Source: an optimization exercise on an open RTL-to-GDS flow (aim: small area). Production flows keep margins and buffers that such runs may drop. Where RTL was checked, it was by simulation tests only, not by an equivalence proof against the original. The RTL of runs 1 and 2 was laid out without a check of its function.

==> flow/design.v <==
module cic_add #(
  parameter W    = 51,
  parameter ARCH = 1,
  parameter K    = 13
) (
  input  logic [W-1:0] a,
  input  logic [W-1:0] b,
  input  logic         ci,
  output logic [W-1:0] s
);
  generate
    if (ARCH == 0) begin : g_plain
      assign s = a + b + W'(ci);
    end else if (ARCH == 1) begin : g_chunk
      localparam NC = (W + K - 1) / K;
      logic [NC:0] c;
      assign c[0] = ci;
      for (genvar j = 0; j < NC; j++) begin : g_c
        localparam LO = j * K;
        localparam HI = (j * K + K > W) ? W - 1 : j * K + K - 1;
        assign {c[j+1], s[HI:LO]} = {1'b0, a[HI:LO]} + {1'b0, b[HI:LO]} + (HI-LO+2)'(c[j]);
      end
    end else begin : g_bk
      localparam L = (W > 64) ? 7 : (W > 32) ? 6 : (W > 16) ? 5 : (W > 8) ? 4 : (W > 4) ? 3 : (W > 2) ? 2 : 1;
      logic [W-1:0] g [2*L];
      logic [W-1:0] p [2*L];
      logic [W-1:0] gf, pf;
      logic [W:0]   c;
      assign g[0] = a & b;
      assign p[0] = a ^ b;
      for (genvar d = 0; d < L; d++) begin : g_up
        for (genvar i = 0; i < W; i++) begin : g_b
          if ((i % (2 << d)) == (2 << d) - 1) begin : g_op
            assign g[d+1][i] = g[d][i] | (p[d][i] & g[d][i - (1 << d)]);
            assign p[d+1][i] = p[d][i] & p[d][i - (1 << d)];
          end else begin : g_pass
            assign g[d+1][i] = g[d][i];
            assign p[d+1][i] = p[d][i];
          end
        end
      end
      for (genvar d = L - 2; d >= 0; d--) begin : g_dn
        for (genvar i = 0; i < W; i++) begin : g_b
          if (i >= (3 << d) - 1 && ((i + 1 - (1 << d)) % (2 << d)) == 0) begin : g_op
            assign g[2*L-1-d][i] = g[2*L-2-d][i] | (p[2*L-2-d][i] & g[2*L-2-d][i - (1 << d)]);
            assign p[2*L-1-d][i] = p[2*L-2-d][i] & p[2*L-2-d][i - (1 << d)];
          end else begin : g_pass
            assign g[2*L-1-d][i] = g[2*L-2-d][i];
            assign p[2*L-1-d][i] = p[2*L-2-d][i];
          end
        end
      end
      assign gf = g[2*L-1];
      assign pf = p[2*L-1];
      assign c[0] = ci;
      for (genvar i = 0; i < W; i++) begin : g_cc
        assign c[i+1] = gf[i] | (pf[i] & ci);
      end
      assign s = p[0] ^ c[W-1:0];
    end
  endgenerate
endmodule
module cic_integrator #(
  parameter WIDTH  = 51,
  parameter STAGES = 5,
  parameter ARCH   = 1,
  parameter K      = 13
) (
  input  logic             clk_i,
  input  logic             sel3_i,
  input  logic             sel1_i,
  input  logic             dump_i,
  input  logic             data_i,
  output logic [WIDTH-1:0] data_o
);
  logic [WIDTH-1:0] r_s0 [STAGES];
  logic [WIDTH-1:0] r_s1 [STAGES];
  logic [WIDTH-1:0] r_s2 [STAGES];
  logic [WIDTH-1:0] r_s3 [STAGES];
  logic [WIDTH-1:0] s_tap [STAGES];
  logic [WIDTH-1:0] s_in  [STAGES];
  logic [WIDTH-1:0] s_sum [STAGES];
  logic [WIDTH-1:0] s_acc [STAGES];
  genvar i;
  generate
    for (i = 0; i < STAGES; i++) begin : g_st
      assign s_tap[i] = ({WIDTH{sel3_i}} & r_s3[i]) | ({WIDTH{sel1_i}} & r_s1[i]);
      if (i == 0) begin : g_in0
        assign s_in[i] = {{(WIDTH-1){~data_i}}, 1'b1};
      end else begin : g_in
        assign s_in[i] = s_tap[i-1];
      end
      if (i == STAGES-1) begin : g_dump
        assign s_acc[i] = s_tap[i] & {WIDTH{~dump_i}};
      end else begin : g_keep
        assign s_acc[i] = s_tap[i];
      end
      cic_add #(.W(WIDTH), .ARCH(ARCH), .K(K)) i_add (
        .a(s_acc[i]), .b(s_in[i]), .ci(1'b0), .s(s_sum[i]));
      always_ff @(posedge clk_i) begin
        r_s0[i] <= s_sum[i];
        r_s1[i] <= r_s0[i];
        r_s2[i] <= r_s1[i];
        r_s3[i] <= r_s2[i];
      end
    end
  endgenerate
  assign data_o = s_tap[STAGES-1];
endmodule
module cic_comb #(
  parameter WIDTH  = 51,
  parameter STAGES = 5,
  parameter ARCH   = 1,
  parameter K      = 13
) (
  input  logic             clk_i,
  input  logic             sel3_i,
  input  logic             sel1_i,
  input  logic             en_i,
  input  logic [2:0]       shift_i,
  input  logic [WIDTH-1:0] data_i,
  output logic [15:0]      data_o
);
  localparam NP = STAGES - 1;   
  logic [WIDTH-1:0] r_c0 [NP];
  logic [WIDTH-1:0] r_c1 [NP];
  logic [WIDTH-1:0] r_c2 [NP];
  logic [WIDTH-1:0] r_c3 [NP];
  logic [15:0]      r_q0 [STAGES];
  logic [15:0]      r_q1 [STAGES];
  logic [15:0]      r_q2 [STAGES];
  logic [15:0]      r_q3 [STAGES];
  logic [WIDTH-1:0] s_p [NP];
  logic [15:0]      s_q [STAGES];
  logic [WIDTH-1:0] s_t [NP+1];
  logic [15:0]      s_win;
  genvar i;
  generate
    for (i = 0; i < NP; i++) begin : g_tap
      assign s_p[i] = ({WIDTH{sel3_i}} & r_c3[i]) | ({WIDTH{sel1_i}} & r_c1[i]);
    end
    for (i = 0; i < STAGES; i++) begin : g_tapq
      assign s_q[i] = ({16{sel3_i}} & r_q3[i]) | ({16{sel1_i}} & r_q1[i]);
    end
  endgenerate
  assign s_t[0] = data_i;
  generate
    for (i = 0; i < NP; i++) begin : g_f
      cic_add #(.W(WIDTH), .ARCH(ARCH), .K(K)) i_sub (
        .a(s_t[i]), .b(~s_p[i]), .ci(1'b1), .s(s_t[i+1]));
      always_ff @(posedge clk_i)
        r_c0[i] <= en_i ? s_t[i] : s_p[i];
    end
  endgenerate
  always_comb begin
    case (shift_i)
      3'd0: s_win = s_t[NP][50:35];
      3'd1: s_win = s_t[NP][45:30];
      3'd2: s_win = s_t[NP][40:25];
      3'd3: s_win = s_t[NP][35:20];
      3'd4: s_win = s_t[NP][30:15];
      3'd5: s_win = s_t[NP][25:10];
      3'd6: s_win = s_t[NP][20:5];
      default: s_win = s_t[NP][15:0];
    endcase
  end
  always_ff @(posedge clk_i) begin
    r_q0[0] <= en_i ? s_win : s_q[0];
  end
  generate
    for (i = 1; i < STAGES; i++) begin : g_fq
      always_ff @(posedge clk_i)
        r_q0[i] <= en_i ? s_q[i-1] : s_q[i];
    end
  endgenerate
  generate
    for (i = 0; i < NP; i++) begin : g_rc
      always_ff @(posedge clk_i) begin
        r_c1[i] <= r_c0[i];
        r_c2[i] <= r_c1[i];
        r_c3[i] <= r_c2[i];
      end
    end
    for (i = 0; i < STAGES; i++) begin : g_rq
      always_ff @(posedge clk_i) begin
        r_q1[i] <= r_q0[i];
        r_q2[i] <= r_q1[i];
        r_q3[i] <= r_q2[i];
      end
    end
  endgenerate
  assign data_o = s_q[STAGES-1];
endmodule
module varcic #(
  parameter STAGES = 5,
  parameter ACC_WIDTH = 51,
  parameter ARCH = 2,
  parameter K = 13
) (
  input  logic             clk_i,
  input  logic             rstn_i,
  input  logic             cfg_en_i,
  input  logic  [1:0]      cfg_ch_num_i,
  input  logic  [9:0]      cfg_decimation_i,
  input  logic  [2:0]      cfg_shift_i,
  input  logic             data_i,
  input  logic             data_valid_i,
  output logic [15:0]      data_o,
  output logic             data_valid_o
);
logic [9:0] r_sample_nr;
logic [9:0] s_sample_nr;
logic [1:0] r_ch_nr;
logic [1:0] s_ch_nr;
logic       r_en;
logic       s_clr;
logic       s_int_first;    
logic       s_comb_first;   
logic       s_int_first_nxt, s_comb_first_nxt;
logic       r_int_sel3, r_int_sel1;     
logic       r_comb_sel3, r_comb_sel1;   
logic       s_long;         
logic       r_hit;          
logic [2:0] r_shift;
logic       s_last_ch;
logic       s_out_data_valid;
logic [ACC_WIDTH-1:0] s_int_out;
always_ff @(posedge clk_i)
  r_shift <= cfg_shift_i;
assign s_long = (cfg_ch_num_i == 2'd3);
assign s_clr     = cfg_en_i & !r_en;
assign s_last_ch = (r_ch_nr == cfg_ch_num_i);
always_ff @(posedge clk_i or negedge rstn_i)
begin
  if(~rstn_i)
    r_en <= 'h0;
  else
    r_en <= cfg_en_i;
end
always_comb
begin
  s_sample_nr = r_sample_nr;
  s_ch_nr     = r_ch_nr;
  if (s_clr)
  begin
    s_sample_nr = 0;
    s_ch_nr     = 0;
  end
  else if (data_valid_i)
  begin
    if (s_last_ch)
    begin
      s_ch_nr = 'h0;
      if (r_hit)
        s_sample_nr = 0;
      else
        s_sample_nr = r_sample_nr + 1;
    end
    else
      s_ch_nr = r_ch_nr + 1;
  end
end
always_ff @(posedge clk_i or negedge rstn_i)
begin
  if(~rstn_i)
  begin
    r_sample_nr  <= 'h0;
    r_ch_nr      <= 'h0;
  end
  else
  begin
    r_sample_nr  <= s_sample_nr;
    r_ch_nr      <= s_ch_nr;
  end
end
always_ff @(posedge clk_i)
  r_hit <= (s_sample_nr == cfg_decimation_i);
assign s_int_first  = ~(r_int_sel3 | r_int_sel1);
assign s_comb_first = ~(r_comb_sel3 | r_comb_sel1);
always_comb
begin
  s_int_first_nxt  = s_int_first;
  s_comb_first_nxt = s_comb_first;
  if (s_clr)
  begin
    s_int_first_nxt  = 1'b1;
    s_comb_first_nxt = 1'b1;
  end
  else if (data_valid_i & s_last_ch)
  begin
    s_int_first_nxt = 1'b0;
    if (r_hit)
      s_comb_first_nxt = 1'b0;
  end
end
always_ff @(posedge clk_i or negedge rstn_i)
begin
  if(~rstn_i)
  begin
    r_int_sel3  <= 1'b0;
    r_int_sel1  <= 1'b0;
    r_comb_sel3 <= 1'b0;
    r_comb_sel1 <= 1'b0;
  end
  else
  begin
    r_int_sel3  <= ~s_int_first_nxt  &  s_long;
    r_int_sel1  <= ~s_int_first_nxt  & ~s_long;
    r_comb_sel3 <= ~s_comb_first_nxt &  s_long;
    r_comb_sel1 <= ~s_comb_first_nxt & ~s_long;
  end
end
assign s_out_data_valid = data_valid_i & r_hit;
assign data_valid_o     = s_out_data_valid;
cic_integrator #(.WIDTH(ACC_WIDTH), .STAGES(STAGES), .ARCH(ARCH), .K(K)) i_int (
  .clk_i   ( clk_i       ),
  .sel3_i  ( r_int_sel3  ),
  .sel1_i  ( r_int_sel1  ),
  .dump_i  ( s_out_data_valid ),
  .data_i  ( data_i      ),
  .data_o  ( s_int_out   )
);
cic_comb #(.WIDTH(ACC_WIDTH), .STAGES(STAGES), .ARCH(ARCH), .K(K)) i_comb (
  .clk_i   ( clk_i            ),
  .sel3_i  ( r_comb_sel3      ),
  .sel1_i  ( r_comb_sel1      ),
  .en_i    ( s_out_data_valid ),
  .shift_i ( r_shift          ),
  .data_i  ( s_int_out        ),
  .data_o  ( data_o           )
);
endmodule
module pdm_top (
	input  logic          clk_i,
	input  logic          rstn_i,
	output logic          pdm_clk_o,
    input  logic  [1:0]   cfg_pdm_ch_mode_i,
    input  logic  [9:0]   cfg_pdm_decimation_i,
    input  logic  [2:0]   cfg_pdm_shift_i,
    input  logic          cfg_pdm_en_i,
	input  logic          pdm_ch0_i,
	input  logic          pdm_ch1_i,
	output logic   [15:0] pcm_data_o,
	output logic          pcm_data_valid_o,
	input  logic          pcm_data_ready_i
);
	logic [1:0] s_ch_target;
	logic       s_data;
	logic       s_data_valid;
	logic       r_store_ch0;
	logic       r_store_ch1;
	logic       r_store_ch2;
	logic       r_store_ch3;
	logic       r_send_ch0;
	logic       r_send_ch1;
	logic       r_send_ch2;
	logic       r_send_ch3;
	logic       r_data_ch0;
	logic       r_data_ch1;
	logic       r_data_ch2;
	logic       r_data_ch3;
	logic       r_clk;
	logic       r_clk_dly;
	assign pdm_clk_o = r_clk;
	varcic #( 
  		.STAGES(5),
  		.ACC_WIDTH(51)
	) i_varcic (
  		.clk_i            ( clk_i                ),
  		.rstn_i           ( rstn_i               ),
  		.cfg_en_i         ( cfg_pdm_en_i         ),
  		.cfg_ch_num_i     ( s_ch_target          ),
  		.cfg_decimation_i ( cfg_pdm_decimation_i ),
  		.cfg_shift_i      ( cfg_pdm_shift_i      ),
  		.data_i           ( s_data               ),
  		.data_valid_i     ( s_data_valid         ),
  		.data_o           ( pcm_data_o           ),
  		.data_valid_o     ( pcm_data_valid_o     )
	);
	always_comb begin : proc_s_ch_target
		s_ch_target = 0;
		case(cfg_pdm_ch_mode_i)
			2'b00:
				s_ch_target = 0;
			2'b01:
				s_ch_target = 1;
			2'b10:
				s_ch_target = 1;
			2'b11:
				s_ch_target = 3;
		endcase  
	end
	always_ff @(posedge clk_i or negedge rstn_i) begin : proc_r_store
		if(~rstn_i) begin
			r_store_ch0 <= 1;
			r_store_ch1 <= 0;
			r_store_ch2 <= 0;
			r_store_ch3 <= 0;
			r_send_ch0  <= 0;
			r_send_ch1  <= 0;
			r_send_ch2  <= 0;
			r_send_ch3  <= 0;
			r_data_ch0  <= 0;
			r_data_ch1  <= 0;
			r_data_ch2  <= 0;
			r_data_ch3  <= 0;
			r_clk       <= 0;
			r_clk_dly   <= 0;
		end else begin
	  		if(cfg_pdm_en_i)
	  		begin
	        case(cfg_pdm_ch_mode_i)
	        	2'b00:
	        	begin
	        		r_store_ch0 <= ~r_store_ch0;
	        		r_send_ch0  <= ~r_send_ch0;
	        		if(r_store_ch0)
	        			r_data_ch0 <= pdm_ch0_i;
	        		r_clk <= ~r_clk;
	        	end
	        	2'b01:
	        	begin
	        		r_store_ch0 <= ~r_store_ch0;
	        		r_send_ch0  <= ~r_send_ch0;
	        		r_store_ch1 <= ~r_store_ch1;
	        		r_send_ch1  <=  r_send_ch0;
	        		if(r_store_ch0)
	        			r_data_ch0 <= pdm_ch0_i;
	        		if(r_store_ch1)
	        			r_data_ch1 <= pdm_ch0_i;
	        		r_clk <= ~r_clk;
	        	end
	        	2'b10:
	        	begin
	        		r_store_ch0 <= ~r_store_ch0;
	        		r_send_ch0  <= ~r_send_ch0;
	        		r_send_ch1  <=  r_send_ch0;
	        		if(r_store_ch0)
	        		begin
	        			r_data_ch0 <= pdm_ch0_i;
	        			r_data_ch1 <= pdm_ch1_i;
	        		end
	        		r_clk <= ~r_clk;
	        	end
	        	2'b11:
	        	begin
	        		r_store_ch0 <=  r_clk_dly & ~r_clk;
	        		r_store_ch2 <= ~r_clk_dly &  r_clk;
	        		r_send_ch0 <= r_store_ch0;
	        		r_send_ch1 <= r_send_ch0;
	        		r_send_ch2 <= r_send_ch1;
	        		r_send_ch3 <= r_send_ch2;
	        		if(r_store_ch0)
	        		begin
	        			r_data_ch0 <= pdm_ch0_i;
	        			r_data_ch1 <= pdm_ch1_i;
	        		end
	        		if(r_store_ch2)
	        		begin
	        			r_data_ch2 <= pdm_ch0_i;
	        			r_data_ch3 <= pdm_ch1_i;
	        		end
	        		r_clk      <= ~r_clk_dly;
	        		r_clk_dly  <= r_clk;
	        	end
	        endcase  
			end	
			else
			begin
				r_store_ch0 <= 1'b1;
				r_store_ch1 <= 0;
				r_store_ch2 <= 0;
				r_store_ch3 <= 0;
				r_send_ch0  <= 0;
				r_send_ch1  <= 0;
				r_send_ch2  <= 0;
				r_send_ch3  <= 0;
				r_clk       <= 0;
				r_clk_dly   <= 0;
			end
		end
	end
	always_comb begin : proc_s_data
		if(r_send_ch0)
		begin
				s_data = r_data_ch0;
		end
		else if(r_send_ch1)
		begin
				s_data = r_data_ch1;
		end
		else if(r_send_ch2)
		begin
				s_data = r_data_ch2;
		end
		else
		begin
				s_data = r_data_ch3;
		end
	end
	assign s_data_valid = r_send_ch0 | r_send_ch1 | r_send_ch2 | r_send_ch3;
endmodule
==> flow/run.sh <==
#!/bin/bash
# synth_recipe.tcl (not shown) runs the flow's synth.tcl, then flattens the netlist and writes it again
# the make line also repeats each setting of config.mk as NAME=value (left out here)
make -C /OpenROAD-flow-scripts/flow DESIGN_CONFIG=/design/flow/config.mk WORK_HOME=/design/flow/orfs CLKGATE_MAP_FILE= SYNTH_SCRIPT=/design/flow/synth_recipe.tcl finish
==> flow/config.mk <==
export PLATFORM = sky130hd
export DESIGN_NAME = pdm_top
export DESIGN_NICKNAME = pdm_top
export VERILOG_FILES = /design/flow/design.v
export SDC_FILE = /design/flow/constraint.sdc
export NUM_CORES = 4
export LEC_CHECK = 0
export CAP_MARGIN = 20
export CORE_MARGIN = 2
export CORE_UTILIZATION = 65
export CTS_BUF_LIST = sky130_fd_sc_hd__clkbuf_8
export CTS_CLUSTER_DIAMETER = 60
export CTS_CLUSTER_SIZE = 18
export PLACE_DENSITY = 0.75
export SLEW_MARGIN = 20
==> flow/constraint.sdc <==
create_clock -name core_clock -period 10.0 [get_ports {clk_i}]
set_input_delay 2.0000 -clock core_clock [delete_from_list [all_inputs] [get_ports {clk_i}]]
set_output_delay 2.0000 -clock core_clock [all_outputs]
set_load 0.01 [all_outputs]
==> metrics.md, run 1 <==
| Metric | Value |
|---|---|
| Hold violation count in the final report | `0` |
| Filler cells | `7611` |
| CTS sink cnt | `2190` |
| Routed vias/inst | `5.50` |
| Most common cell after layout, fill and taps aside | `dfxtp_1` |
| Register area share after synthesis | `61.3%` |
| DIE AREA | `113000 um2` |
| Pins over their slew limit | `0` |
| DRT Wirelength | `123000 um` |
| Nets | `6781` |
| Average cell area after synthesis | `12.0 um2` |
| Syn_nets | `6578` |
| DR WL/cell | `15.9 um` |
| Synth area leader | `dfxtp_1` |
| Setup CP Type | `reg -> reg` |
| Cell variety after synth | `84` |
| Core area | `109000 um2` |
| Fmax | `101 MHz` |
| Die Width | `336 um` |
| Top-area cell type share of the netlist area | `60.2%` |
| CP max-delay cell | `dfrtp_4` |
| Tcrit/Tclk final | `98.5%` |
| Worst Hold Depth | `0` |
| Final hold slack | `0.307 ns` |
| Vias in the first global route | `42300` |
| Status | `finished clean` |
| Synth warn | `44` |
| Minimum clock period after layout | `9.85 ns` |
| Flops & latches, synth | `2190` |
| Residual DRC count | `0` |
| Post-Syn Area | `71800 um2` |
| Via count | `42400` |
| Reg2reg path depth | `51` |
| CTS tree | `done` |
| GPL Wtd Cong | `0.857` |
| CP Capture Type | `register` |
| Setup Viol. Count Final | `0` |
| Top Ports | `39` |
| Least-Margin Pin Slew | `1.07 ns` |
| Total CTS buffers | `146` |
| Slowest cell delay on critical path | `0.52 ns` |
| Main synth FF type | `dfxtp_1` |
| Clock skew | `0.0395 ns` |
| Critical Path RT | `10.72 ns` |
| Share of layout cells above drive strength 1 | `9.36%` |
| H-tree depth | `4` |
| Crit-path max FO | `5` |
| Initial Util | `65.8%` |
| Total global-route track usage | `21.8%` |
| HP Class | `reg -> reg` |
| Num rows | `121` |
| Die Y | `336 um` |
| EDFF count, synth | `0` |
| Mapped Cells | `5983` |
| Multi-input gate area | `27200 um2` |
| Hpwl dp | `82500 um` |
| Commonest non-fill, non-tap cells in the layout | `dfxtp_1 (2160), ha_1 (442), a21oi_1 (424)` |
| First-pass GRT wire length | `205000 um` |
| DRT antenna net count | `0` |
| Root buffer cell | `clkbuf_8` |
| Grt ovf | `0` |
| Antenna violations before repair | `1` |
| CTS Buffer Depth | `3` |
| Synth top area cells | `dfxtp_1 (60%), ha_1 (7.8%), fa_1 (3.5%)` |
| Area grow syn2layout | `9.03%` |
| MaxCap Viol Count | `0` |
| 1st-pass router iterations | `7` |
| Clock Latency Late Sink | `0.87 ns` |
| CTS clk-pin slew, worst paths | `0.11 ns` |
| Ys async rst share | `1.37%` |
| IO Port Bufs | `37` |
| CP startpoint kind | `register` |
| Relative slew margins | `28.9%` |
| RSZ-0062 raised after global routing | `yes` |
| Most used cell, CP | `o21a_1` |
| Largest net degree at the start of global routing | `218` |
| Worst EP arrival | `10.58 ns` |
| DRT iter0 DRCs | `2020` |
| Hold-fix buffers, CTS | `0` |
| FF+latch area | `44000 um2` |
-- critical path, delay by kind of cell (launching register included) --
kind                     cells  cell delay, ns
AO/OA/AOI/OAI               25            4.29
AND/OR/NAND/NOR             15            2.71
adder cells (fa/ha/maj)      4            1.19
flip-flops                   1            0.52
XOR/XNOR                     3            0.43
multiplexers                 2            0.36
buffers and inverters        2            0.21
-- registers in the layout, indices dropped and copies added, names as in the netlist, 2 cells and up --
signal / flops
i_varcic.i_comb.r_c3: 204
i_varcic.i_int.r_s2: 255
i_varcic.i_int.r_s1: 255
i_varcic.i_comb.r_q2: 80
i_varcic.r_shift: 3
i_varcic.i_comb.r_q1: 80
i_varcic.i_comb.r_c1: 204
i_varcic.i_int.r_s3: 255
i_varcic.i_comb.r_c0: 204
i_varcic.i_comb.r_c2: 204
i_varcic.i_int.r_s0: 255
i_varcic.i_comb.r_q3: 80
i_varcic.i_comb.r_q0: 80
i_varcic.r_ch_nr: 2
i_varcic.r_sample_nr: 10
-- final cells by class --
cell class / instances / share of cell area, %
clock buffer: 151 / 2.65
timing repair buffer: 262 / 2.80
clock inverter: 48 / 0.479
antenna: 5 / 0.0160
inverter: 163 / 0.785
multi-input combinational: 3423 / 34.7
tap: 1476 / 2.36
sequential: 2190 / 56.2
-- Yosys cell counts, drive strengths merged, types with 20 or more instances --
master and instances:
nor2 423, nand2 156, and3 20, xnor2 137
inv 162, ha 449, a21o 190, nand4 42
and2 52, nor2b 44, nand3 37, a31oi 20
a22o 283, o21ai 133, nand2b 32, a22oi 260
a21oi 455, mux2i 45, xor2 148, dfrtp 29
clkbuf 188, fa 125, nor3 67, o21bai 26
o21a 59, dfxtp 2160
-- per-layer routing --
| metal | vias to the layer above | GRT usage [%] | part of all wire (%) |
|---|---|---|---|
| met5 | - | 0 | 0 |
| met4 | 0 | 7.45 | 2.8 |
| met3 | 216 | 2.99 | 2.6 |
| met2 | 496 | 36.2 | 47 |
| met1 | 20300 | 29.4 | 48 |
| li1 | 21400 | - | - |
-- logic make-up (layout without fill, tap and decap cells) --
| logic type | Yosys count | in the layout | share of synthesized area [%] |
|---|---|---|---|
| adders and majority gates | 574 | 574 | 11.3 |
| AOI/OAI and AO/OA | 1568 | 1568 | 15.1 |
| DFF | 2190 | 2190 | 61.3 |
| and+or+nand+nor | 941 | 941 | 6.08 |
| xor gates and xnor gates | 286 | 286 | 3.52 |
| other | 0 | 5 | 0 |
| buffers and inverters | 370 | 624 | 1.93 |
| muxes | 54 | 54 | 0.784 |
-- stage by stage --
| stage | setup WS [ns] | utilization, % | TNS, ns | std cells | cell area (um2) |
|---|---|---|---|---|---|
| after global routing | -0.336 | 71.7 | -2.00 | 7718 | 78300 |
| after floorplan | 0.00480 | - | 0 | 5983 | 71900 |
| after global placement | -0.0334 | 68.6 | -0.0334 | 7490 | 74900 |
| after detailed placement | -0.275 | 68.6 | -0.784 | 7490 | 74900 |
| after CTS | -0.0516 | 71.0 | -0.0516 | 7693 | 77500 |
| final | 0.146 | 71.7 | 0 | 7718 | 78300 |
-- timing repair --
| action | in CTS | in global routing |
|---|---|---|
| endpoints found under the setup margin | 10 | 16 |
| gates resized for setup | 21 | 136 |
| buffers inserted | 4 | 23 |
| pin swaps | 16 | 81 |
| gates cloned | 0 | 0 |
-- worst paths after layout --
kind	from	end	slack, ns
worst max-delay path	i_varcic.r_int_sel3	i_varcic.i_comb.r_q0[0][15]	0.15
worst min-delay path	i_varcic.i_comb.r_c2[1][10]	i_varcic.i_comb.r_c3[1][10]	0.31
worst max register to register	i_varcic.r_int_sel3	i_varcic.i_comb.r_q0[0][15]	0.15
worst min register to register	i_varcic.i_comb.r_c2[1][10]	i_varcic.i_comb.r_c3[1][10]	0.31
max in group asynchronous	rstn_i	r_store_ch0	8.17
min in group asynchronous	rstn_i	r_data_ch1	1.51
==> inputs of run 2 (changes only) <==
--- a/flow/design.v
+++ b/flow/design.v
@@ -1,5 +1,4 @@
 module cic_add #(
-  parameter W    = 51,
-  parameter ARCH = 1,
-  parameter K    = 13
+  parameter W    = 26,
+  parameter ARCH = 2
 ) (
@@ -8,3 +7,4 @@
   input  logic         ci,
-  output logic [W-1:0] s
+  output logic [W-1:0] s,
+  output logic         co
 );
@@ -12,12 +12,3 @@
     if (ARCH == 0) begin : g_plain
-      assign s = a + b + W'(ci);
-    end else if (ARCH == 1) begin : g_chunk
-      localparam NC = (W + K - 1) / K;
-      logic [NC:0] c;
-      assign c[0] = ci;
-      for (genvar j = 0; j < NC; j++) begin : g_c
-        localparam LO = j * K;
-        localparam HI = (j * K + K > W) ? W - 1 : j * K + K - 1;
-        assign {c[j+1], s[HI:LO]} = {1'b0, a[HI:LO]} + {1'b0, b[HI:LO]} + (HI-LO+2)'(c[j]);
-      end
+      assign {co, s} = {1'b0, a} + {1'b0, b} + {{W{1'b0}}, ci};
     end else begin : g_bk
@@ -58,3 +49,4 @@
       end
-      assign s = p[0] ^ c[W-1:0];
+      assign s  = p[0] ^ c[W-1:0];
+      assign co = c[W];
     end
@@ -64,13 +56,15 @@
   parameter WIDTH  = 51,
+  parameter LO     = 26,
   parameter STAGES = 5,
-  parameter ARCH   = 1,
-  parameter K      = 13
+  parameter ARCH   = 2
 ) (
-  input  logic             clk_i,
-  input  logic             sel3_i,
-  input  logic             sel1_i,
-  input  logic             dump_i,
-  input  logic             data_i,
-  output logic [WIDTH-1:0] data_o
+  input  logic                  clk_i,
+  input  logic                  sel3_i,
+  input  logic                  sel1_i,
+  input  logic                  dump_i,
+  input  logic                  data_i,
+  output logic [LO-1:0]         lo_o,    
+  output logic [WIDTH-LO-1:0]   hi_o     
 );
+  localparam HI = WIDTH - LO;
   logic [WIDTH-1:0] r_s0 [STAGES];
@@ -79,6 +73,10 @@
   logic [WIDTH-1:0] r_s3 [STAGES];
+  logic             r_c  [STAGES];
+  logic             r_dump;
+  logic             r_data;
   logic [WIDTH-1:0] s_tap [STAGES];
-  logic [WIDTH-1:0] s_in  [STAGES];
-  logic [WIDTH-1:0] s_sum [STAGES];
-  logic [WIDTH-1:0] s_acc [STAGES];
+  always_ff @(posedge clk_i) begin
+    r_dump <= dump_i;
+    r_data <= data_i;
+  end
   genvar i;
@@ -86,18 +84,28 @@
     for (i = 0; i < STAGES; i++) begin : g_st
+      logic [LO-1:0] s_acc_lo, s_in_lo, s_sum_lo;
+      logic [HI-1:0] s_acc_hi, s_in_hi, s_sum_hi;
+      logic          s_co, s_co_hi;
       assign s_tap[i] = ({WIDTH{sel3_i}} & r_s3[i]) | ({WIDTH{sel1_i}} & r_s1[i]);
       if (i == 0) begin : g_in0
-        assign s_in[i] = {{(WIDTH-1){~data_i}}, 1'b1};
+        assign s_in_lo = {{(LO-1){~data_i}}, 1'b1};
+        assign s_in_hi = {HI{~r_data}};
       end else begin : g_in
-        assign s_in[i] = s_tap[i-1];
+        assign s_in_lo = s_tap[i-1][LO-1:0];
+        assign s_in_hi = r_s0[i-1][WIDTH-1:LO];
       end
       if (i == STAGES-1) begin : g_dump
-        assign s_acc[i] = s_tap[i] & {WIDTH{~dump_i}};
+        assign s_acc_lo = s_tap[i][LO-1:0] & {LO{~dump_i}};
+        assign s_acc_hi = r_s0[i][WIDTH-1:LO] & {HI{~r_dump}};
       end else begin : g_keep
-        assign s_acc[i] = s_tap[i];
+        assign s_acc_lo = s_tap[i][LO-1:0];
+        assign s_acc_hi = r_s0[i][WIDTH-1:LO];
       end
-      cic_add #(.W(WIDTH), .ARCH(ARCH), .K(K)) i_add (
-        .a(s_acc[i]), .b(s_in[i]), .ci(1'b0), .s(s_sum[i]));
+      cic_add #(.W(LO), .ARCH(ARCH)) i_add_lo (
+        .a(s_acc_lo), .b(s_in_lo), .ci(1'b0), .s(s_sum_lo), .co(s_co));
+      cic_add #(.W(HI), .ARCH(ARCH)) i_add_hi (
+        .a(s_acc_hi), .b(s_in_hi), .ci(r_c[i]), .s(s_sum_hi), .co(s_co_hi));
       always_ff @(posedge clk_i) begin
-        r_s0[i] <= s_sum[i];
-        r_s1[i] <= r_s0[i];
+        r_s0[i] <= {s_tap[i][WIDTH-1:LO], s_sum_lo};
+        r_c[i]  <= s_co;
+        r_s1[i] <= {s_sum_hi, r_s0[i][LO-1:0]};
         r_s2[i] <= r_s1[i];
@@ -107,3 +115,4 @@
   endgenerate
-  assign data_o = s_tap[STAGES-1];
+  assign lo_o = s_tap[STAGES-1][LO-1:0];
+  assign hi_o = r_s0[STAGES-1][WIDTH-1:LO];
 endmodule
@@ -111,14 +120,16 @@
   parameter WIDTH  = 51,
+  parameter LO     = 26,
   parameter STAGES = 5,
-  parameter ARCH   = 1,
-  parameter K      = 13
+  parameter ARCH   = 2
 ) (
-  input  logic             clk_i,
-  input  logic             sel3_i,
-  input  logic             sel1_i,
-  input  logic             en_i,
-  input  logic [2:0]       shift_i,
-  input  logic [WIDTH-1:0] data_i,
-  output logic [15:0]      data_o
+  input  logic                clk_i,
+  input  logic                sel3_i,
+  input  logic                sel1_i,
+  input  logic                en_i,
+  input  logic [2:0]          shift_i,
+  input  logic [LO-1:0]       lo_i,
+  input  logic [WIDTH-LO-1:0] hi_i,
+  output logic [15:0]         data_o
 );
+  localparam HI = WIDTH - LO;
   localparam NP = STAGES - 1;   
@@ -132,6 +143,9 @@
   logic [15:0]      r_q3 [STAGES];
+  logic             r_b  [NP];
+  logic             r_en;
   logic [WIDTH-1:0] s_p [NP];
   logic [15:0]      s_q [STAGES];
-  logic [WIDTH-1:0] s_t [NP+1];
-  logic [15:0]      s_win;
+  logic [LO-1:0]    s_tlo [NP+1];
+  logic [HI-1:0]    s_thi [NP+1];
+  logic [15:0]      s_win_lo, s_win_hi, s_hi_mask;
   genvar i;
@@ -145,25 +159,35 @@
   endgenerate
-  assign s_t[0] = data_i;
+  function automatic logic [15:0] window(input logic [WIDTH-1:0] v, input logic [2:0] s);
+    case (s)
+      3'd0: window = v[50:35];
+      3'd1: window = v[45:30];
+      3'd2: window = v[40:25];
+      3'd3: window = v[35:20];
+      3'd4: window = v[30:15];
+      3'd5: window = v[25:10];
+      3'd6: window = v[20:5];
+      default: window = v[15:0];
+    endcase
+  endfunction
+  generate
+    for (i = 0; i < 16; i++) begin : g_mask
+      assign s_hi_mask[i] = (35 + i) >= (5 * shift_i + LO);
+    end
+  endgenerate
+  assign s_tlo[0] = lo_i;
   generate
     for (i = 0; i < NP; i++) begin : g_f
-      cic_add #(.W(WIDTH), .ARCH(ARCH), .K(K)) i_sub (
-        .a(s_t[i]), .b(~s_p[i]), .ci(1'b1), .s(s_t[i+1]));
-      always_ff @(posedge clk_i)
-        r_c0[i] <= en_i ? s_t[i] : s_p[i];
+      logic s_b;
+      cic_add #(.W(LO), .ARCH(ARCH)) i_sub_lo (
+        .a(s_tlo[i]), .b(~s_p[i][LO-1:0]), .ci(1'b1), .s(s_tlo[i+1]), .co(s_b));
+      always_ff @(posedge clk_i) begin
+        r_c0[i] <= {s_p[i][WIDTH-1:LO], en_i ? s_tlo[i] : s_p[i][LO-1:0]};
+        r_b[i]  <= s_b;
+      end
     end
   endgenerate
-  always_comb begin
-    case (shift_i)
-      3'd0: s_win = s_t[NP][50:35];
-      3'd1: s_win = s_t[NP][45:30];
-      3'd2: s_win = s_t[NP][40:25];
-      3'd3: s_win = s_t[NP][35:20];
-      3'd4: s_win = s_t[NP][30:15];
-      3'd5: s_win = s_t[NP][25:10];
-      3'd6: s_win = s_t[NP][20:5];
-      default: s_win = s_t[NP][15:0];
-    endcase
-  end
+  assign s_win_lo = window({{HI{1'b0}}, s_tlo[NP]}, shift_i);
   always_ff @(posedge clk_i) begin
-    r_q0[0] <= en_i ? s_win : s_q[0];
+    r_en    <= en_i;
+    r_q0[0] <= en_i ? s_win_lo : s_q[0];
   end
@@ -175,6 +199,23 @@
   endgenerate
+  assign s_thi[0] = hi_i;
   generate
+    for (i = 0; i < NP; i++) begin : g_g
+      logic s_b_hi;
+      cic_add #(.W(HI), .ARCH(ARCH)) i_sub_hi (
+        .a(s_thi[i]), .b(~r_c0[i][WIDTH-1:LO]), .ci(r_b[i]), .s(s_thi[i+1]), .co(s_b_hi));
+      always_ff @(posedge clk_i)
+        r_c1[i] <= {r_en ? s_thi[i] : r_c0[i][WIDTH-1:LO], r_c0[i][LO-1:0]};
+    end
+  endgenerate
+  assign s_win_hi = window({s_thi[NP], {LO{1'b0}}}, shift_i);
+  always_ff @(posedge clk_i) begin
+    r_q1[0] <= (r_en ? (s_hi_mask & s_win_hi) | (~s_hi_mask & r_q0[0]) : r_q0[0]);
+  end
+  generate
+    for (i = 1; i < STAGES; i++) begin : g_gq
+      always_ff @(posedge clk_i)
+        r_q1[i] <= r_q0[i];
+    end
     for (i = 0; i < NP; i++) begin : g_rc
       always_ff @(posedge clk_i) begin
-        r_c1[i] <= r_c0[i];
         r_c2[i] <= r_c1[i];
@@ -185,3 +226,2 @@
       always_ff @(posedge clk_i) begin
-        r_q1[i] <= r_q0[i];
         r_q2[i] <= r_q1[i];
@@ -196,4 +236,4 @@
   parameter ACC_WIDTH = 51,
-  parameter ARCH = 2,
-  parameter K = 13
+  parameter LO = 26,
+  parameter ARCH = 2
 ) (
@@ -226,3 +266,4 @@
 logic       s_out_data_valid;
-logic [ACC_WIDTH-1:0] s_int_out;
+logic [LO-1:0] s_int_lo;
+logic [ACC_WIDTH-LO-1:0] s_int_hi;
 always_ff @(posedge clk_i)
@@ -314,11 +355,12 @@
 assign data_valid_o     = s_out_data_valid;
-cic_integrator #(.WIDTH(ACC_WIDTH), .STAGES(STAGES), .ARCH(ARCH), .K(K)) i_int (
-  .clk_i   ( clk_i       ),
-  .sel3_i  ( r_int_sel3  ),
-  .sel1_i  ( r_int_sel1  ),
+cic_integrator #(.WIDTH(ACC_WIDTH), .LO(LO), .STAGES(STAGES), .ARCH(ARCH)) i_int (
+  .clk_i   ( clk_i            ),
+  .sel3_i  ( r_int_sel3       ),
+  .sel1_i  ( r_int_sel1       ),
   .dump_i  ( s_out_data_valid ),
-  .data_i  ( data_i      ),
-  .data_o  ( s_int_out   )
+  .data_i  ( data_i           ),
+  .lo_o    ( s_int_lo         ),
+  .hi_o    ( s_int_hi         )
 );
-cic_comb #(.WIDTH(ACC_WIDTH), .STAGES(STAGES), .ARCH(ARCH), .K(K)) i_comb (
+cic_comb #(.WIDTH(ACC_WIDTH), .LO(LO), .STAGES(STAGES), .ARCH(ARCH)) i_comb (
   .clk_i   ( clk_i            ),
@@ -328,3 +370,4 @@
   .shift_i ( r_shift          ),
-  .data_i  ( s_int_out        ),
+  .lo_i    ( s_int_lo         ),
+  .hi_i    ( s_int_hi         ),
   .data_o  ( data_o           )
==> run 2 against run 1 <==
  * Synthesized cell count increased by 1.9%
  * Maximum frequency increased by 12%
  * Design area decreased by 2.5%
  * Critical path depth decreased by 15
==> metrics.md, run 2 <==
| Metric | Value |
|---|---|
| Status | `finished clean` |
| Crit-path max FO | `43` |
| Total global-route track usage | `21.1%` |
| CTS tree | `done` |
| Core area | `110000 um2` |
| Nets | `6656` |
| FF+latch area | `44200 um2` |
| HP Class | `reg -> reg` |
| Filler cells | `8021` |
| Syn_nets | `6652` |
| Share of layout cells above drive strength 1 | `4.52%` |
| Least-Margin Pin Slew | `1.16 ns` |
| Relative slew margins | `22.8%` |
| Fmax | `113 MHz` |
| Average cell area after synthesis | `11.8 um2` |
| Setup Viol. Count Final | `0` |
| Hold violation count in the final report | `0` |
| Min-delay src | `i_varcic.i_int.r_s0[1][5]` |
| Vias in the first global route | `41600` |
| Synth area leader | `dfxtp_1` |
| Num rows | `122` |
| CP Capture Type | `register` |
| Multi-input gate area | `26200 um2` |
| Synth warn | `48` |
| Setup bufs post-CTS | `0` |
| Critical Path RT | `10.68 ns` |
| Slowest cell delay on critical path | `0.71 ns` |
| Most used cell, CP | `a21oi_1` |
| DRT Wirelength | `119000 um` |
| Commonest non-fill, non-tap cells in the layout | `dfxtp_1 (2170), ha_1 (458), a22o_1 (383)` |
| Main synth FF type | `dfxtp_1` |
| Top Ports | `39` |
| Total CTS buffers | `147` |
| Synth top area cells | `dfxtp_1 (60%), ha_1 (7.9%), a22o_1 (4.7%)` |
| DRT iter0 DRCs | `1947` |
| DR WL/cell | `15.5 um` |
| Die Width | `337 um` |
| WP buf/inv | `0` |
| Crit-path leading delay family | `compound AO/OA/AOI/OAI gates` |
| CP startpoint kind | `register` |
| Worst Hold Depth | `0` |
| Top post-synthesis cells by count | `dfxtp_1 (2171), ha_1 (458), a22o_1 (383)` |
| R2R Path End | `i_varcic.i_comb.r_q0[0][15]` |
| Hold-fix buffers, CTS | `0` |
| H-tree depth | `4` |
| Placed Instance Area | `73800 um2` |
| Hpwl dp | `80600 um` |
| CP max-delay cell | `dfrtp_4` |
| Antenna violations before repair | `1` |
| Root buffer cell | `clkbuf_8` |
| Top-count cell post-synth | `dfxtp_1` |
| Ys async rst share | `1.36%` |
| Area grow syn2layout | `5.86%` |
| Post-Syn Area | `72100 um2` |
| Residual DRC count | `0` |
| CTS sink cnt | `2201` |
| Resize count post-CTS | `0` |
| Hold Path End | `i_varcic.i_int.r_s1[1][5]` |
| Minimum clock period after layout | `8.82 ns` |
| RR Startpoint | `i_varcic.r_int_sel3` |
| Tcrit/Tclk final | `88.2%` |
| Setup CP Type | `reg -> reg` |
| CTS Buffer Depth | `3` |
| EDFF count, synth | `0` |
| Most common cell after layout, fill and taps aside | `dfxtp_1` |
| Register area share after synthesis | `61.3%` |
| Reg2reg path depth | `36` |
| Flops & latches, synth | `2201` |
| Pins over their slew limit | `0` |
| Fin util | `69.1%` |
| 1st-pass router iterations | `5` |
| Initial Util | `65.3%` |
| IO Port Bufs | `37` |
| First-pass GRT wire length | `200000 um` |
| Die Y | `337 um` |
| CTS clk-pin slew, worst paths | `0.10 ns` |
| Setup slack, reg-to-reg | `1.18 ns` |
| Clock skew | `0.0310 ns` |
| Top-area cell type share of the netlist area | `60.3%` |
| MaxCap Viol Count | `0` |
| RSZ-0062 raised after global routing | `no` |
| GPL Wtd Cong | `0.868` |
| DRT antenna net count | `0` |
| TNS Setup | `0 ns` |
| DIE AREA | `114000 um2` |
| Clock Latency Late Sink | `0.85 ns` |
| Largest net degree at the start of global routing | `162` |
| Routed vias/inst | `5.46` |
| Post-route cell area | `76300 um2` |
| Cell variety after synth | `84` |
| Mapped Cells | `6098` |
| Grt ovf | `0` |
| Worst EP arrival | `9.50 ns` |
| Via count | `41700` |
-- run 2: cell count changes after synthesis, moves of 22 or more --
cell     previous run  this run
nor2_1            423       363
nand2_1           156       248
nand3_1            37        59
xnor2_1           137       188
a22o_1            283       383
a21oi_1           453       309
nor2b_1            44        68
fa_1              125        75
a22oi_1           260       170
nor3_1             67       110
inv_1             161       246
o21ai_0           114       180
a21o_1            190       140
o21a_1             59        94
-- run 2: cells by family after synthesis --
kind of cell	after synthesis	synth area share (%)
buffers and inverters	454	2.37
adder cells (fa/ha/maj)	534	10.0
AND/OR/NAND/NOR	1021	6.52
XOR/XNOR	316	3.88
flip-flops	2201	61.3
AO/OA/AOI/OAI	1503	14.8
multiplexers	69	1.04
-- run 2: per-layer routing --
metal / global-route usage (%) / vias to the layer above / wire length (um)
met1: 28.9 / 19800 / 58400
met3: 3.02 / 190 / 3220
met4: 6.54 / 0 / 2800
met5: 0 / - / 0
met2: 34.8 / 449 / 54300
li1: - / 21300 / -
-- run 2: layout make-up --
class                   instances  share of cell area, %
clock inverters                36                  0.479
diodes                          1                0.00328
clock buffers                 158                   2.85
repair buffers                 61                  0.738
inverters                     248                   1.22
flip-flops and latches       2201                   58.0
well taps                    1488                   2.44
multi-input cells            3443                   34.3
-- run 2: worst register-to-register path: cells and delay by family, from the launching register on --
family,cells,cell delay [ns]
AOI/OAI and AO/OA,20,4.10
xor gates and xnor gates,3,0.77
and+or+nand+nor,8,1.38
DFF,1,0.71
adders and majority gates,5,1.70
-- run 2: worst max path at each step --
stage                                    start  slack [ns]  cells past startpoint                     endpoint
after floorplan           i_varcic.r_comb_sel3        2.28                     38  i_varcic.i_comb.r_q0[0][10]
after global placement     i_varcic.r_int_sel3        1.37                     36  i_varcic.i_comb.r_q0[0][10]
after detailed placement   i_varcic.r_int_sel3        1.30                     36  i_varcic.i_comb.r_q0[0][15]
after CTS                  i_varcic.r_int_sel3        1.19                     36  i_varcic.i_comb.r_q0[0][15]
after global routing       i_varcic.r_int_sel3        0.60                     36  i_varcic.i_comb.r_q0[0][15]
final                      i_varcic.r_int_sel3        1.18                     36  i_varcic.i_comb.r_q0[0][15]
-- run 2: through the flow --
stage	cells	worst slack [ns]	hold WS (ns)
floorplan	6098	2.28	0.310
global route	7636	0.603	0.316
finish	7636	1.18	0.315
CTS	7635	1.19	0.312
detailed placement	7441	1.30	0.312
global placement	7441	1.37	0.310
==> inputs of run 3 (changes only) <==
--- a/flow/design.v
+++ b/flow/design.v
@@ -13,2 +13,26 @@
       assign {co, s} = {1'b0, a} + {1'b0, b} + {{W{1'b0}}, ci};
+    end else if (ARCH == 3) begin : g_cinc
+      localparam K  = 9;
+      localparam NB = (W + K - 1) / K;
+      logic [W-1:0] r;
+      logic [W-1:0] s0;
+      logic [W-1:0] k;
+      logic [NB:0] c;
+      assign c[0] = ci;
+      for (genvar j = 0; j < NB; j++) begin : g_blk
+        localparam BL = j * K;
+        localparam BH = (j * K + K > W) ? W - 1 : j * K + K - 1;
+        assign r[BL] = 1'b0;
+        assign k[BL] = c[j];
+        for (genvar i = BL; i <= BH; i++) begin : g_bt
+          assign s0[i] = a[i] ^ b[i] ^ r[i];
+          if (i < BH) begin : g_k
+            assign r[i+1] = (a[i] & b[i]) | (r[i] & (a[i] ^ b[i]));
+            assign k[i+1] = s0[i] & k[i];
+          end
+          assign s[i] = s0[i] ^ k[i];
+        end
+        assign c[j+1] = (a[BH] & b[BH]) | (r[BH] & (a[BH] ^ b[BH])) | (&s0[BH:BL] & c[j]);
+      end
+      assign co = c[NB];
     end else begin : g_bk
@@ -237,3 +261,3 @@
   parameter LO = 26,
-  parameter ARCH = 2
+  parameter ARCH = 3
 ) (
@@ -364,3 +388,3 @@
 );
-cic_comb #(.WIDTH(ACC_WIDTH), .LO(LO), .STAGES(STAGES), .ARCH(ARCH)) i_comb (
+cic_comb #(.WIDTH(ACC_WIDTH), .LO(LO), .STAGES(STAGES), .ARCH(2)) i_comb (
   .clk_i   ( clk_i            ),
==> run 3 against run 2 <==
  * Non-clock buffer count grew 4
  * Flip-flop and latch count unchanged
  * Worst setup slack improved by 0.17 ns
  * Final cell count is 4.8% lower
  * Synthesized area is 0.76% lower
==> metrics.md, run 3 <==
| Metric | Value |
|---|---|
| GPL Wtd Cong | `0.883` |
| CP max-delay cell | `dfrtp_4` |
| Area grow syn2layout | `5.66%` |
| DRT iter0 DRCs | `2016` |
| Antenna violations before repair | `2` |
| Num rows | `121` |
| GRT busiest layer | `met2` |
| Clock skew | `0.0437 ns` |
| Synth top area cells | `dfxtp_1 (61%), ha_1 (7.5%), fa_1 (6.3%)` |
| Setup bufs post-CTS | `0` |
| Resize count post-CTS | `0` |
| Status | `finished clean` |
| Vias in the first global route | `40800` |
| Setup WS pre-CTS | `1.40 ns` |
| First-pass GRT wire length | `199000 um` |
| GR Layer Usage met3 | `3.06%` |
| Grt ovf | `0` |
| HP Class | `reg -> reg` |
| EDFF count, synth | `0` |
| DIE AREA | `113000 um2` |
| Tcrit/Tclk final | `86.5%` |
| Total CTS buffers | `146` |
| Ys async rst share | `1.36%` |
| Fmax | `116 MHz` |
| Cell variety after synth | `88` |
| Root buffer cell | `clkbuf_8` |
| Most common cell after layout, fill and taps aside | `dfxtp_1` |
| Routed vias/inst | `5.46` |
| Least-Margin Pin Slew | `1.07 ns` |
| Post-route setup slack | `1.35 ns` |
| WP buf/inv | `0` |
| Critical Path RT | `10.77 ns` |
| Mapped Cells | `5809` |
| Top-count cell post-synth | `dfxtp_1` |
| Total global-route track usage | `21.3%` |
| Pins over their slew limit | `0` |
| Die Width | `336 um` |
| Clock Latency Late Sink | `0.87 ns` |
| 1st-pass router iterations | `5` |
| Met2 Usage GRT | `36.0%` |
| Relative slew margins | `28.8%` |
| Initial Util | `65.6%` |
| CP Capture Type | `register` |
| Post-Syn Area | `71500 um2` |
| DR WL/cell | `16.1 um` |
| Register area share after synthesis | `61.8%` |
| Residual DRC count | `0` |
| Share of layout cells above drive strength 1 | `4.48%` |
| Syn_nets | `6483` |
| Met1 Use GR | `28.6%` |
| Core area | `109000 um2` |
| Die Y | `336 um` |
| CTS clk-pin slew, worst paths | `0.11 ns` |
| CTS Buffer Depth | `3` |
| Main synth FF type | `dfxtp_1` |
| Setup Viol. Count Final | `0` |
| Largest net degree at the start of global routing | `192` |
| DRT Wirelength | `117000 um` |
| Average cell area after synthesis | `12.3 um2` |
| Setup CP Type | `reg -> reg` |
| Nets | `6488` |
| MaxCap Viol Count | `0` |
| CTS tree | `done` |
| CP startpoint kind | `register` |
| Worst EP arrival | `9.42 ns` |
| Slowest cell delay on critical path | `0.71 ns` |
| Commonest non-fill, non-tap cells in the layout | `dfxtp_1 (2170), ha_1 (428), inv_1 (409)` |
| Crit-path leading delay family | `compound AO/OA/AOI/OAI gates` |
| RSZ-0062 raised after global routing | `no` |
| Hold-fix buffers, CTS | `0` |
| TNS Setup | `0 ns` |
| Crit-path max FO | `48` |
| Hpwl dp | `78800 um` |
| Top-area cell type share of the netlist area | `60.8%` |
| Top Ports | `39` |
| Via count | `39700` |
| Hold violation count in the final report | `0` |
| IO Port Bufs | `37` |
| Top post-synthesis cells by count | `dfxtp_1 (2171), ha_1 (428), inv_1 (404)` |
| Synth area leader | `dfxtp_1` |
| DRT antenna net count | `0` |
| Synth warn | `48` |
| CTS sink cnt | `2201` |
| Flops & latches, synth | `2201` |
| H-tree depth | `4` |
| Minimum clock period after layout | `8.65 ns` |
[run 3: changes by cell type in the layout (fill, tap and decap cells not counted), sizes merged, moves of 42 or more]
cell   delta
nor3     -42
xor2     -56
xnor2    -69
fa      +150
inv     +157
o21ai    -42
a21o     -82
a21oi    -69
nor2     -75
[run 3: metrics by stage]
| step | std cells | hold slack, ns | util, % | instance area [um2] |
|---|---|---|---|---|
| finish | 7269 | 0.308 | 69.3 | 75600 |
| global route | 7269 | 0.301 | 69.3 | 75600 |
| CTS | 7267 | 0.312 | 69.3 | 75600 |
| floorplan | 5809 | 0.310 | - | 71500 |
| detailed placement | 7080 | 0.312 | 67.1 | 73200 |
| global placement | 7080 | 0.310 | 67.1 | 73200 |
[run 3: path summary, 6_finish.rpt]
check                                           from                     endpoint  slack (ns)  cells past startpoint
max                              i_varcic.r_int_sel1  i_varcic.i_comb.r_q0[0][10]        1.35                     37
min                        i_varcic.i_int.r_s2[0][9]    i_varcic.i_int.r_s3[0][9]        0.31                      0
max reg2reg                      i_varcic.r_int_sel1  i_varcic.i_comb.r_q0[0][10]        1.35                     37
min reg2reg                i_varcic.i_int.r_s2[0][9]    i_varcic.i_int.r_s3[0][9]        0.31                      0
max in group asynchronous                     rstn_i         i_varcic.r_comb_sel1        8.16                      2
min in group asynchronous                     rstn_i      i_varcic.r_sample_nr[1]        1.52                      2
[run 3: layer usage]
metal | wire length, um | part of all wire, %
met1 | 55900 | 48
met2 | 54900 | 47
met3 | 3460 | 3.0
met4 | 2920 | 2.5
met5 | 0 | 0
[run 3: layout make-up]
type | instances | area, um2
Sequential cell | 2201 | 44200
Fill cell | 7823 | 33400
Multi-Input combinational cell | 2996 | 25000
Clock buffer | 151 | 2080
Tap cell | 1414 | 1770
Inverter | 404 | 1520
Timing Repair Buffer | 65 | 606
Clock inverter | 36 | 343
Antenna cell | 2 | 5.00
[run 3: cells by family (layout without fill, tap and decap cells)]
family / after synthesis / after routing / synth area share [%]
adder cells (fa/ha/maj): 654 / 654 / 13.8
AND/OR/NAND/NOR: 837 / 837 / 5.37
other: 0 / 2 / 0
AO/OA/AOI/OAI: 1254 / 1254 / 12.6
buffers and inverters: 612 / 656 / 3.21
flip-flops: 2201 / 2201 / 61.8
XOR/XNOR: 189 / 189 / 2.32
multiplexers: 62 / 62 / 0.902
[run 3: worst register-to-register path, delay by kind of cell, from the launching register on]
family	cells	cell delay (ns)
xor gates and xnor gates	4	0.88
DFF	1	0.71
AOI/OAI and AO/OA	20	4.16
and+or+nand+nor	8	1.02
adders and majority gates	5	1.80
==> inputs of run 4 (changes only) <==
--- a/flow/config.mk
+++ b/flow/config.mk
@@ -10,5 +10,5 @@
 export CORE_UTILIZATION = 65
-export CTS_BUF_LIST = sky130_fd_sc_hd__clkbuf_8
-export CTS_CLUSTER_DIAMETER = 60
-export CTS_CLUSTER_SIZE = 18
+export CTS_BUF_LIST = sky130_fd_sc_hd__clkbuf_4
+export CTS_CLUSTER_DIAMETER = 40
+export CTS_CLUSTER_SIZE = 10
 export PLACE_DENSITY = 0.75
==> run 4 against run 3 <==
  * Wire length rose by 1.4%
  * Hold slack got worse by 0.036 ns
  * Largest cell class unchanged
==> metrics.md, run 4 <==
| Metric | Value |
|---|---|
| TNS Setup | `0 ns` |
| Hpwl dp | `78800 um` |
| Top Ports | `39` |
| Top-count cell post-synth | `dfxtp_1` |
| Status | `finished clean` |
| Post-Syn Area | `71500 um2` |
| IO Port Bufs | `37` |
| Synth top area cells | `dfxtp_1 (61%), ha_1 (7.5%), fa_1 (6.3%)` |
| Vias in the first global route | `42000` |
| Post-route setup slack | `1.30 ns` |
| Via count | `40600` |
| Setup WS pre-CTS | `1.40 ns` |
| Minimum clock period after layout | `8.70 ns` |
| Crit-path leading delay family | `compound AO/OA/AOI/OAI gates` |
| Grt ovf | `0` |
| Cell variety after synth | `88` |
| Least-Margin Pin Slew | `1.06 ns` |
| Core area | `109000 um2` |
| Ys async rst share | `1.36%` |
| CP Capture Type | `register` |
| 1st-pass router iterations | `7` |
| MaxCap Viol Count | `0` |
| DIE AREA | `113000 um2` |
| DR WL/cell | `16.0 um` |
| Average cell area after synthesis | `12.3 um2` |
| GRT busiest layer | `met2` |
| Register area share after synthesis | `61.8%` |
| DRT Wirelength | `119000 um` |
| GPL Wtd Cong | `0.883` |
| Clock Latency Late Sink | `1.20 ns` |
| Top-area cell type share of the netlist area | `60.8%` |
| Min-delay src | `i_varcic.i_int.r_s2[0][22]` |
| CP max-delay cell | `dfrtp_4` |
| Largest net degree at the start of global routing | `192` |
| H-tree depth | `5` |
| Routed vias/inst | `5.47` |
| Area grow syn2layout | `5.83%` |
| Critical Path RT | `11.04 ns` |
| First-pass GRT wire length | `203000 um` |
| Clock skew | `0.0814 ns` |
| Synth warn | `48` |
| Commonest non-fill, non-tap cells in the layout | `dfxtp_1 (2170), ha_1 (428), inv_1 (403)` |
| DRT iter0 DRCs | `1877` |
| Top post-synthesis cells by count | `dfxtp_1 (2171), ha_1 (428), inv_1 (404)` |
| Die Y | `336 um` |
| Synth area leader | `dfxtp_1` |
| Hold-fix buffers, CTS | `0` |
| Setup bufs post-CTS | `0` |
| Total global-route track usage | `21.7%` |
| Num rows | `121` |
| HP Class | `reg -> reg` |
| GR Layer Usage met3 | `3.28%` |
| Slowest cell delay on critical path | `0.71 ns` |
| Initial Util | `65.6%` |
| EDFF count, synth | `0` |
| Share of layout cells above drive strength 1 | `6.85%` |
| Most common cell after layout, fill and taps aside | `dfxtp_1` |
| Nets | `6621` |
| Pins over their slew limit | `0` |
| Residual DRC count | `0` |
| Main synth FF type | `dfxtp_1` |
| Fmax | `115 MHz` |
| Tcrit/Tclk final | `87.0%` |
| Die Width | `336 um` |
| CTS sink cnt | `2201` |
| Setup CP Type | `reg -> reg` |
| Met1 Use GR | `28.6%` |
| Antenna violations before repair | `2` |
| Met2 Usage GRT | `36.4%` |
| Flops & latches, synth | `2201` |
| Syn_nets | `6483` |
| Relative slew margins | `29.0%` |
| RSZ-0062 raised after global routing | `no` |
| Setup Viol. Count Final | `0` |
| Mapped Cells | `5809` |
| WP buf/inv | `0` |
| CTS Buffer Depth | `4` |
| Fin util | `69.5%` |
| Hold violation count in the final report | `0` |
| Crit-path max FO | `48` |
| RR Startpoint | `i_varcic.r_int_sel1` |
| DRT antenna net count | `0` |
| Crit. Startpoint | `i_varcic.r_int_sel1` |
| CTS tree | `done` |
| Worst EP arrival | `9.74 ns` |
| Resize count post-CTS | `0` |
| Root buffer cell | `clkbuf_4` |
| Total CTS buffers | `279` |
| CP startpoint kind | `register` |
| CTS clk-pin slew, worst paths | `0.10 ns` |
==> run 4: cell counts after synthesis <==
No cell type changed its count.
==> run 4: layout make-up <==
type / instances / area [um2]
Timing Repair Buffer: 65 / 606
Fill cell: 7912 / 33300
Clock buffer: 303 / 2270
Tap cell: 1414 / 1770
Antenna cell: 6 / 15.0
Inverter: 404 / 1520
Clock inverter: 33 / 260
Multi-Input combinational cell: 2996 / 25000
Sequential cell: 2201 / 44200
==> run 4: logic make-up after synthesis <==
family | synth area share [%]
muxes | 0.902
buffers and inverters | 3.21
DFF | 61.8
adders and majority gates | 13.8
and+or+nand+nor | 5.37
xor gates and xnor gates | 2.32
AOI/OAI and AO/OA | 12.6
==> run 4: worst reg2reg max path, delay by kind of cell (launching register included) <==
family                     cells  cell delay, ns
and+or+nand+nor                8            1.02
adders and majority gates      5            1.81
DFF                            1            0.71
xor gates and xnor gates       4            0.88
AOI/OAI and AO/OA             20            4.17
==> run 4: final timing paths <==
check,end,slack [ns],cells past startpoint
max,i_varcic.i_comb.r_q0[0][10],1.30,37
min,i_varcic.i_int.r_s3[0][22],0.27,0
max reg2reg,i_varcic.i_comb.r_q0[0][10],1.30,37
min reg2reg,i_varcic.i_int.r_s3[0][22],0.27,0
max in group asynchronous,i_varcic.r_int_sel1,8.48,2
min in group asynchronous,r_send_ch3,1.19,2
==> run 4: metrics by stage <==
stage	hold WS, ns	instance area (um2)	std cells
after global placement	0.310	73200	7080
final	0.272	75700	7422
after global routing	0.267	75700	7422
after detailed placement	0.312	73200	7080
after CTS	0.270	75700	7416
after floorplan	0.310	71500	5809
==> run 4: metal layers <==
layer	vias up	wire length (um)	part of all wire (%)
met1	19500	55900	47
met3	245	3670	3.1
li1	20200	-	-
met4	0	3320	2.8
met5	-	0	0
met2	602	56000	47

==> port drivers added, routing unchanged <==
Ports are ideal in the flow. The routed layouts listed here were re-timed in OpenROAD. Step 1 sets driving cells, clkbuf_16 on the clock port and buf_2 on the other inputs (assumed; they add their load-dependent delay and slew). Step 2 times the ports against the registers' clock, not the clock port: input delays grow and output delays shrink by t, the midpoint of the rising clock arrivals with the driver on. Slacks: ideal / step 1 / step 2; pairs: ideal / step 1.
| run | t (ns) | setup slack, ns | worst setup path at the end | latest minus earliest clock arrival (ns) | worst slew at a driven data input, ns |
|---|---|---|---|---|---|
| run 1 | 0.919 | 0.146 / 0.146 / 0.146 | register to register | 0.041 / 0.041 | 0.03 |
| run 2 | 0.899 | 1.175 / 1.175 / 1.175 | register to register | 0.039 / 0.039 | 0.04 |
| run 3 | 0.913 | 1.350 / 1.350 / 1.350 | register to register | 0.045 / 0.045 | 0.04 |
| run 4 | 1.220 | 1.300 / 1.300 / 1.300 | register to register | 0.091 / 0.091 | 0.04 |
After both steps setup and hold are still met in every run listed.
